Background: an optimization exercise with open tools, aiming at small area and a short achievable clock period. Do not read the settings as production practice.
Only simulation tests tie the RTL to the original design; equivalence was not proved.

==> inputs of build 1 <==
==> flow/design.v <==
`timescale 1ns / 1ps
module Regfiles(
    input clk,
    input rst,
    input we,
    input [4:0] raddr1,
    input [4:0] raddr2,
    input [4:0] waddr,
    input [31:0] wdata,
    output reg [31:0] rdata1,
    output reg [31:0] rdata2
    );
    reg [31:0] mem [0:31];
    reg [31:0] wb_data;
    reg [4:0]  wb_addr;
    reg        wb_valid;
    reg        vz;
    reg        rst_flag;
    wire wr      = we & ~rst;
    wire same    = waddr == wb_addr;
    wire flush   = wb_valid & ~(wr & same);
    wire vz_next = wr & (rst_flag | (vz & same));
    always @(posedge clk) begin
        if (flush)
            mem[wb_addr] <= wb_data;
        wb_data  <= wdata;
        wb_addr  <= waddr;
        wb_valid <= wr;
        vz       <= vz_next;
    end
    always @(posedge clk or posedge rst) begin
        if (rst)
            rst_flag <= 1'b1;
        else
            rst_flag <= 1'b0;
    end
    reg [31:0] ren;
    integer i;
    always @(posedge clk or posedge rst) begin
        if (rst)
            ren <= 32'h0;
        else
            for (i = 0; i < 32; i = i + 1)
                ren[i] <= ~(vz_next & (waddr == i));
    end
    wire [1023:0] words;
    genvar g;
    generate
        for (g = 0; g < 32; g = g + 1) begin : gw
            assign words[32*g +: 32] = mem[g];
        end
    endgenerate
    wire [31:0] q1, q2;
    Regfiles_rdport p1(.a(raddr1), .en(ren), .d(words), .q(q1));
    Regfiles_rdport p2(.a(raddr2), .en(ren), .d(words), .q(q2));
    always @(*) begin
        rdata1 = q1;
        rdata2 = q2;
    end
endmodule
module Regfiles_rdport(
    input [4:0] a,
    input [31:0] en,
    input [1023:0] d,
    output [31:0] q
    );
    assign q = en[a] ? d[32*a +: 32] : 32'h0;
endmodule
==> flow/flow/run.sh <==
#!/bin/bash
# Layout flow: the standard ORFS flow (standard.sh), except that
#  - the read-port module Regfiles_rdport is replaced, before synthesis, by a
#    hand-mapped sky130_fd_sc_hd netlist that flow/gen_rdport.py writes (same
#    function: entry a of d when en[a] is set, else 0); registers are untouched;
#  - port buffers are buf_2 cells, and CTS uses clkbuf_8 cells, clusters of at most 14 sinks, no dummy loads.
set -euo pipefail
python3 -I flow/gen_rdport.py A > rdport_cells.v 2> gen_rdport.log
python3 -I flow/subst.py design.v rdport_cells.v design_mapped.v > subst.log 2>&1
export BUFFER_PORTS_ARGS="-buffer_cell sky130_fd_sc_hd__buf_2"
export CTS_ARGS="-sink_clustering_enable -repair_clock_nets -dont_use_dummy_load -buf_list sky130_fd_sc_hd__clkbuf_8 -sink_clustering_size 14 -sink_clustering_max_diameter 80"
bash standard.sh VERILOG_FILES="$PWD/design_mapped.v" finish > standard.log 2>&1
==> flow/flow/gen_rdport.py <==
#!/usr/bin/env python3
"""Writes the gate-level netlist (sky130_fd_sc_hd cells) of module
Regfiles_rdport, one read port of the register file:
q = en[a] ? d[32*a +: 32] : 0.

The address is decoded one-hot (sel[i] = (a == i) & en[i]), then each output
bit is an AND-OR of the 32 entries' bits and their selects.
usage: gen_rdport.py A|C
  A: a222oi (3 entries) + nand3/nand2 + nor2 + nand2
  C: a22oi (2 entries) + nand4 + nor2 + nand2"""
import sys

variant = sys.argv[1] if len(sys.argv) > 1 else "C"
P = "sky130_fd_sc_hd__"
out = []
w = out.append
n = [0]


def cell(typ, pins):
    n[0] += 1
    conn = ", ".join(".%s(%s)" % (p, s) for p, s in pins)
    w("  %s%s u%d (%s);" % (P, typ, n[0], conn))


def lit(k, v):
    # NOR input that is 0 when a[k] == v
    return "an[%d]" % k if v else "a[%d]" % k


w("module Regfiles_rdport(a, en, d, q);")
w("  input [4:0] a;")
w("  input [31:0] en;")
w("  input [1023:0] d;")
w("  output [31:0] q;")
w("  wire [4:0] an;")
w("  wire [3:0] lo;")
w("  wire [7:0] hi;")
w("  wire [31:0] seln, sel;")
for k in range(5):
    cell("inv_1", [("A", "a[%d]" % k), ("Y", "an[%d]" % k)])
for j in range(4):
    cell("nor2_1", [("A", lit(0, j & 1)), ("B", lit(1, (j >> 1) & 1)), ("Y", "lo[%d]" % j)])
for m in range(8):
    cell("nor3_1", [("A", lit(2, m & 1)), ("B", lit(3, (m >> 1) & 1)), ("C", lit(4, (m >> 2) & 1)),
                    ("Y", "hi[%d]" % m)])
for i in range(32):
    cell("nand3_1", [("A", "lo[%d]" % (i & 3)), ("B", "hi[%d]" % (i >> 2)),
                     ("C", "en[%d]" % i), ("Y", "seln[%d]" % i)])
    cell("inv_2", [("A", "seln[%d]" % i), ("Y", "sel[%d]" % i)])

group = 3 if variant == "A" else 2
for b in range(32):
    # y: active-low OR of up to `group` selected entries
    ys = []
    for k in range(0, 32, group):
        es = list(range(k, min(k + group, 32)))
        y = "y%d_%d" % (b, k // group)
        w("  wire %s;" % y)
        pins = []
        for p, e in zip("ABC", es):
            pins += [(p + "1", "d[%d]" % (32 * e + b)), (p + "2", "sel[%d]" % e)]
        cell("a222oi_1" if len(es) == 3 else "a22oi_1", pins + [("Y", y)])
        ys.append(y)
    # h: active-high OR of the groups; 4 of them
    if variant == "A":
        parts = [ys[0:3], ys[3:6], ys[6:9], ys[9:11]]
    else:
        parts = [ys[0:4], ys[4:8], ys[8:12], ys[12:16]]
    hs = []
    for j, part in enumerate(parts):
        h = "h%d_%d" % (b, j)
        w("  wire %s;" % h)
        typ = {2: "nand2_1", 3: "nand3_1", 4: "nand4_1"}[len(part)]
        cell(typ, [(p, s) for p, s in zip("ABCD", part)] + [("Y", h)])
        hs.append(h)
    k0, k1 = "k%d_0" % b, "k%d_1" % b
    w("  wire %s, %s;" % (k0, k1))
    cell("nor2_1", [("A", hs[0]), ("B", hs[1]), ("Y", k0)])
    cell("nor2_1", [("A", hs[2]), ("B", hs[3]), ("Y", k1)])
    cell("nand2_1", [("A", k0), ("B", k1), ("Y", "q[%d]" % b)])
w("endmodule")
print("\n".join(out))
==> flow/flow/subst.py <==
#!/usr/bin/env python3
# subst.py design.v cells.v out.v : replace module Regfiles_rdport in design.v by cells.v
import re, sys
src = open(sys.argv[1]).read()
cells = open(sys.argv[2]).read()
m = re.search(r"^\s*module\s+Regfiles_rdport\b.*?^\s*endmodule\b", src, re.S | re.M)
assert m, "Regfiles_rdport not found"
open(sys.argv[3], "w").write(src[:m.start()] + "\n" + cells + "\n" + src[m.end():])
==> flow/standard.sh <==
#!/bin/bash
# synth_recipe.tcl (not shown) runs the flow's synth.tcl, then flattens the netlist and writes it again
# the make line also repeats each setting of config.mk as NAME=value (left out here)
make -C /OpenROAD-flow-scripts/flow DESIGN_CONFIG=/design/flow/config.mk WORK_HOME=/design/flow/orfs CLKGATE_MAP_FILE= SYNTH_SCRIPT=/design/flow/synth_recipe.tcl "${@:-finish}"
==> flow/config.mk <==
export PLATFORM = sky130hd
export DESIGN_NAME = Regfiles
export DESIGN_NICKNAME = Regfiles
export VERILOG_FILES = /design/flow/design.v
export SDC_FILE = /design/flow/constraint.sdc
export NUM_CORES = 4
export LEC_CHECK = 0
export CAP_MARGIN = 20
export CORE_MARGIN = 2
export CORE_UTILIZATION = 50
export PLACE_DENSITY = 0.65
export SETUP_SLACK_MARGIN = 2.0
export SLEW_MARGIN = 20
==> flow/constraint.sdc <==
create_clock -name core_clock -period 6.5 [get_ports {clk}]
set_input_delay 1.3000 -clock core_clock [delete_from_list [all_inputs] [get_ports {clk}]]
set_output_delay 1.3000 -clock core_clock [all_outputs]
set_load 0.01 [all_outputs]
==> trial 21 (differences from build 1) <==
==> flow/design.v, changed modules only <==
module Regfiles(
    input clk,
    input rst,
    input we,
    input [4:0] raddr1,
    input [4:0] raddr2,
    input [4:0] waddr,
    input [31:0] wdata,
    output reg [31:0] rdata1,
    output reg [31:0] rdata2
    );
    reg [31:0] mem [0:31];
    reg [31:0] wb_ndata;
    reg [4:0]  wb_addr;
    reg        wb_valid;
    reg        vz;
    reg        rst_flag;
    wire wr    = we & ~rst;
    wire same  = waddr == wb_addr;
    wire flush = wb_valid & ~(wr & same);
    always @(posedge clk) begin
        if (flush)
            mem[wb_addr] <= wb_ndata;
        wb_ndata <= ~wdata;
        wb_addr  <= waddr;
        wb_valid <= wr;
        vz       <= wr & (rst_flag | (vz & same));
    end
    always @(posedge clk or posedge rst) begin
        if (rst)
            rst_flag <= 1'b1;
        else
            rst_flag <= 1'b0;
    end
    wire [1023:0] words;
    genvar g;
    generate
        for (g = 0; g < 32; g = g + 1) begin : gw
            assign words[32*g +: 32] = mem[g];
        end
    endgenerate
    wire [31:0] q1, q2;
    Regfiles_rdport p1(.a(raddr1), .rf(rst_flag), .zv(vz), .zw(wb_addr), .dn(words), .q(q1));
    Regfiles_rdport p2(.a(raddr2), .rf(rst_flag), .zv(vz), .zw(wb_addr), .dn(words), .q(q2));
    always @(*) begin
        rdata1 = q1;
        rdata2 = q2;
    end
endmodule
module Regfiles_rdport(
    input [4:0] a,
    input rf,
    input zv,
    input [4:0] zw,
    input [1023:0] dn,
    output [31:0] q
    );
    assign q = (rf | (zv & (a == zw))) ? 32'h0 : ~dn[32*a +: 32];
endmodule
==> flow/flow/run.sh (replaced) <==
#!/bin/bash
# Layout flow: the standard ORFS flow (standard.sh), except that
#  - the read-port module Regfiles_rdport is replaced, before synthesis, by a
#    hand-mapped sky130_fd_sc_hd netlist that flow/gen_rdport.py writes (same
#    function as the RTL module); registers are untouched;
#  - port buffers are buf_2 cells, and CTS uses clkbuf_8 cells, clusters of at most 12 sinks, no dummy loads.
set -euo pipefail
python3 -I flow/gen_rdport.py > rdport_cells.v 2> gen_rdport.log
python3 -I flow/subst.py design.v rdport_cells.v design_mapped.v > subst.log 2>&1
export BUFFER_PORTS_ARGS="-buffer_cell sky130_fd_sc_hd__buf_2"
export CTS_ARGS="-sink_clustering_enable -repair_clock_nets -dont_use_dummy_load -buf_list sky130_fd_sc_hd__clkbuf_8 -sink_clustering_size 12 -sink_clustering_max_diameter 60"
bash standard.sh VERILOG_FILES="$PWD/design_mapped.v" finish > standard.log 2>&1
==> flow/flow/gen_rdport.py (replaced) <==
#!/usr/bin/env python3
"""Writes the gate-level netlist (sky130_fd_sc_hd cells) of module
Regfiles_rdport, one read port of the register file:
q = (rf | (zv & (a == zw))) ? 0 : ~dn[32*a +: 32].

The address is decoded one-hot (sel). For each output bit, a222oi cells give
y = NOT(OR of dn & sel) over groups of 3 entries, which is the selected
entry's bit (dn inverted back) in its group and 1 elsewhere; the last group
(an a221oi) also takes z = rf | (zv & (a == zw)), forcing 0. The output is the
AND of the 11 groups: nand4 / nand4 / nand3, then nor3."""
P = "sky130_fd_sc_hd__"
out = []
w = out.append
n = [0]


def cell(typ, pins):
    n[0] += 1
    conn = ", ".join(".%s(%s)" % (p, s) for p, s in pins)
    w("  %s%s u%d (%s);" % (P, typ, n[0], conn))


def lit(k, v):
    # NOR input that is 0 when a[k] == v
    return "an[%d]" % k if v else "a[%d]" % k


w("module Regfiles_rdport(a, rf, zv, zw, dn, q);")
w("  input [4:0] a;")
w("  input rf;")
w("  input zv;")
w("  input [4:0] zw;")
w("  input [1023:0] dn;")
w("  output [31:0] q;")
w("  wire [4:0] an, x;")
w("  wire [3:0] lo;")
w("  wire [7:0] hi;")
w("  wire [31:0] seln, sel;")
w("  wire t, u, z;")
for k in range(5):
    cell("inv_1", [("A", "a[%d]" % k), ("Y", "an[%d]" % k)])
for j in range(4):
    cell("nor2_1", [("A", lit(0, j & 1)), ("B", lit(1, (j >> 1) & 1)), ("Y", "lo[%d]" % j)])
for m in range(8):
    cell("nor3_1", [("A", lit(2, m & 1)), ("B", lit(3, (m >> 1) & 1)), ("C", lit(4, (m >> 2) & 1)),
                    ("Y", "hi[%d]" % m)])
for i in range(32):
    cell("nand2_1", [("A", "lo[%d]" % (i & 3)), ("B", "hi[%d]" % (i >> 2)), ("Y", "seln[%d]" % i)])
    cell("inv_2", [("A", "seln[%d]" % i), ("Y", "sel[%d]" % i)])
# z = rf | (zv & (a == zw))
for k in range(5):
    cell("xor2_1", [("A", "a[%d]" % k), ("B", "zw[%d]" % k), ("X", "x[%d]" % k)])
cell("nor3_1", [("A", "x[0]"), ("B", "x[1]"), ("C", "x[2]"), ("Y", "t")])
cell("nor2_1", [("A", "x[3]"), ("B", "x[4]"), ("Y", "u")])
cell("a31o_1", [("A1", "zv"), ("A2", "t"), ("A3", "u"), ("B1", "rf"), ("X", "z")])
for b in range(32):
    ys = []
    for k in range(11):
        y = "y%d_%d" % (b, k)
        w("  wire %s;" % y)
        es = list(range(3 * k, min(3 * k + 3, 32)))
        pins = []
        for p, e in zip("ABC", es):
            pins += [(p + "1", "dn[%d]" % (32 * e + b)), (p + "2", "sel[%d]" % e)]
        if len(es) == 3:
            cell("a222oi_1", pins + [("Y", y)])
        else:
            cell("a221oi_1", pins + [("C1", "z"), ("Y", y)])
        ys.append(y)
    hs = []
    for j, part in enumerate([ys[0:4], ys[4:8], ys[8:11]]):
        h = "h%d_%d" % (b, j)
        w("  wire %s;" % h)
        typ = {3: "nand3_1", 4: "nand4_1"}[len(part)]
        cell(typ, [(p, s) for p, s in zip("ABCD", part)] + [("Y", h)])
        hs.append(h)
    cell("nor3_1", [("A", hs[0]), ("B", hs[1]), ("C", hs[2]), ("Y", "q[%d]" % b)])
w("endmodule")
print("\n".join(out))
--- a/flow/config.mk
+++ b/flow/config.mk
@@ -8,6 +8,6 @@
 export CAP_MARGIN = 20
 export CORE_MARGIN = 2
-export CORE_UTILIZATION = 50
-export PLACE_DENSITY = 0.65
+export CORE_UTILIZATION = 60
+export PLACE_DENSITY = 0.7
 export SETUP_SLACK_MARGIN = 2.0
 export SLEW_MARGIN = 20
==> trial 73 (differences from build 1) <==
--- a/flow/flow/run.sh
+++ b/flow/flow/run.sh
@@ -6,5 +6,5 @@
 #  - port buffers are buf_2 cells, and CTS uses clkbuf_8 cells, clusters of at most 14 sinks, no dummy loads.
 set -euo pipefail
-python3 -I flow/gen_rdport.py A > rdport_cells.v 2> gen_rdport.log
+python3 -I flow/gen_rdport.py C > rdport_cells.v 2> gen_rdport.log
 python3 -I flow/subst.py design.v rdport_cells.v design_mapped.v > subst.log 2>&1
 export BUFFER_PORTS_ARGS="-buffer_cell sky130_fd_sc_hd__buf_2"
--- a/flow/config.mk
+++ b/flow/config.mk
@@ -8,6 +8,6 @@
 export CAP_MARGIN = 20
 export CORE_MARGIN = 2
-export CORE_UTILIZATION = 50
-export PLACE_DENSITY = 0.65
+export CORE_UTILIZATION = 65
+export PLACE_DENSITY = 0.75
 export SETUP_SLACK_MARGIN = 2.0
 export SLEW_MARGIN = 20
==> metrics.md <==
| Metric | Value |
|---|---|
| Status | `complete, no violations` |
| Layout cell share with drive strength beyond 1 | `0.194` |
| Crit path cell chain | `buf_2, inv_2, nor3_2, nand2_1, bufinv_8, a222oi_1, nand4_1, nor3_2, buf_2` |
| Tmin final | `between 4000 and 5000 ps` |
| Syn Inst Count | `between 2000 and 2500` |
| Fraction of registers with async set/reset | `0.000940` |
| Most frequent cells in the layout | `edfxtp_1, a222oi_1, nand4_1` |
| Met3 Use GR | `0.181` |
That was trial 21.
==> metrics.md <==
| Metric | Value |
|---|---|
| Status | `complete, no violations` |
| Fraction of registers with async set/reset | `0.0301` |
| Met3 Use GR | `0.119` |
| Syn Inst Count | `2526` |
| Most frequent cells in the layout | `edfxtp_1, a222oi_1, nand3_1` |
| RSZ-0062 raised after global routing | `yes` |
| Crit path cell chain | `buf_2, nor2_1, buf_6, nand3_4, bufinv_16, a222oi_1, nand3_1, nor2_4, nand2_1, buf_2` |
That was build 1.
==> metrics.md <==
| Metric | Value |
|---|---|
| Syn Inst Count | `roughly 2800` |
| Status | `complete, no violations` |
| Layout cell share with drive strength beyond 1 | `0.184` |
| Most frequent cells in the layout | `edfxtp_1, a22oi_1, nand4_1` |
| Tmin final | `around 4800 ps` |
| Crit path cell chain | `buf_2, inv_1, nor3_2, nand3_1, bufinv_8, a22oi_1, nand4_1, nor2_1, nand2_1, buf_2` |
That was trial 73.

==> port drivers added, routing unchanged <==
The flow's constraints put no driver on any port. The routed layouts listed below were extracted and timed again, unchanged, in two steps.
Step 1 (the two cells are an assumption about what drives the block):
set clk [get_ports {clk}]
set_driving_cell -lib_cell sky130_fd_sc_hd__clkbuf_16 $clk
set_driving_cell -lib_cell sky130_fd_sc_hd__buf_2 [delete_from_list [all_inputs] $clk]
Step 2 moves the port delays by t, midway between the first and last clock arrival at a register: inputs arrive t later, outputs are due t later. That takes back most of the time a late clock gives input paths.
Slacks: ideal ports / drivers / drivers and shift; pairs: ideal ports / drivers.
run | t, ns | setup slack, ns | worst setup path after step 2 | worst register clock-pin slew, ns | worst data-port slew with drivers (ns)
build 1 | 0.774 | 1.803 / 1.774 / 1.774 | input to output | 0.10 / 0.10 | 0.06
trial 21 | 0.749 | 1.841 / 1.814 / 1.814 | input to output | 0.09 / 0.09 | 0.07
trial 73 | 0.783 | 1.727 / 1.702 / 1.702 | input to output | 0.11 / 0.11 | 0.05
After both steps every run listed still meets setup and hold. The setup slack of build 1, which loses most, moves by -0.029 ns with the drivers and by -0.029 ns with both steps.
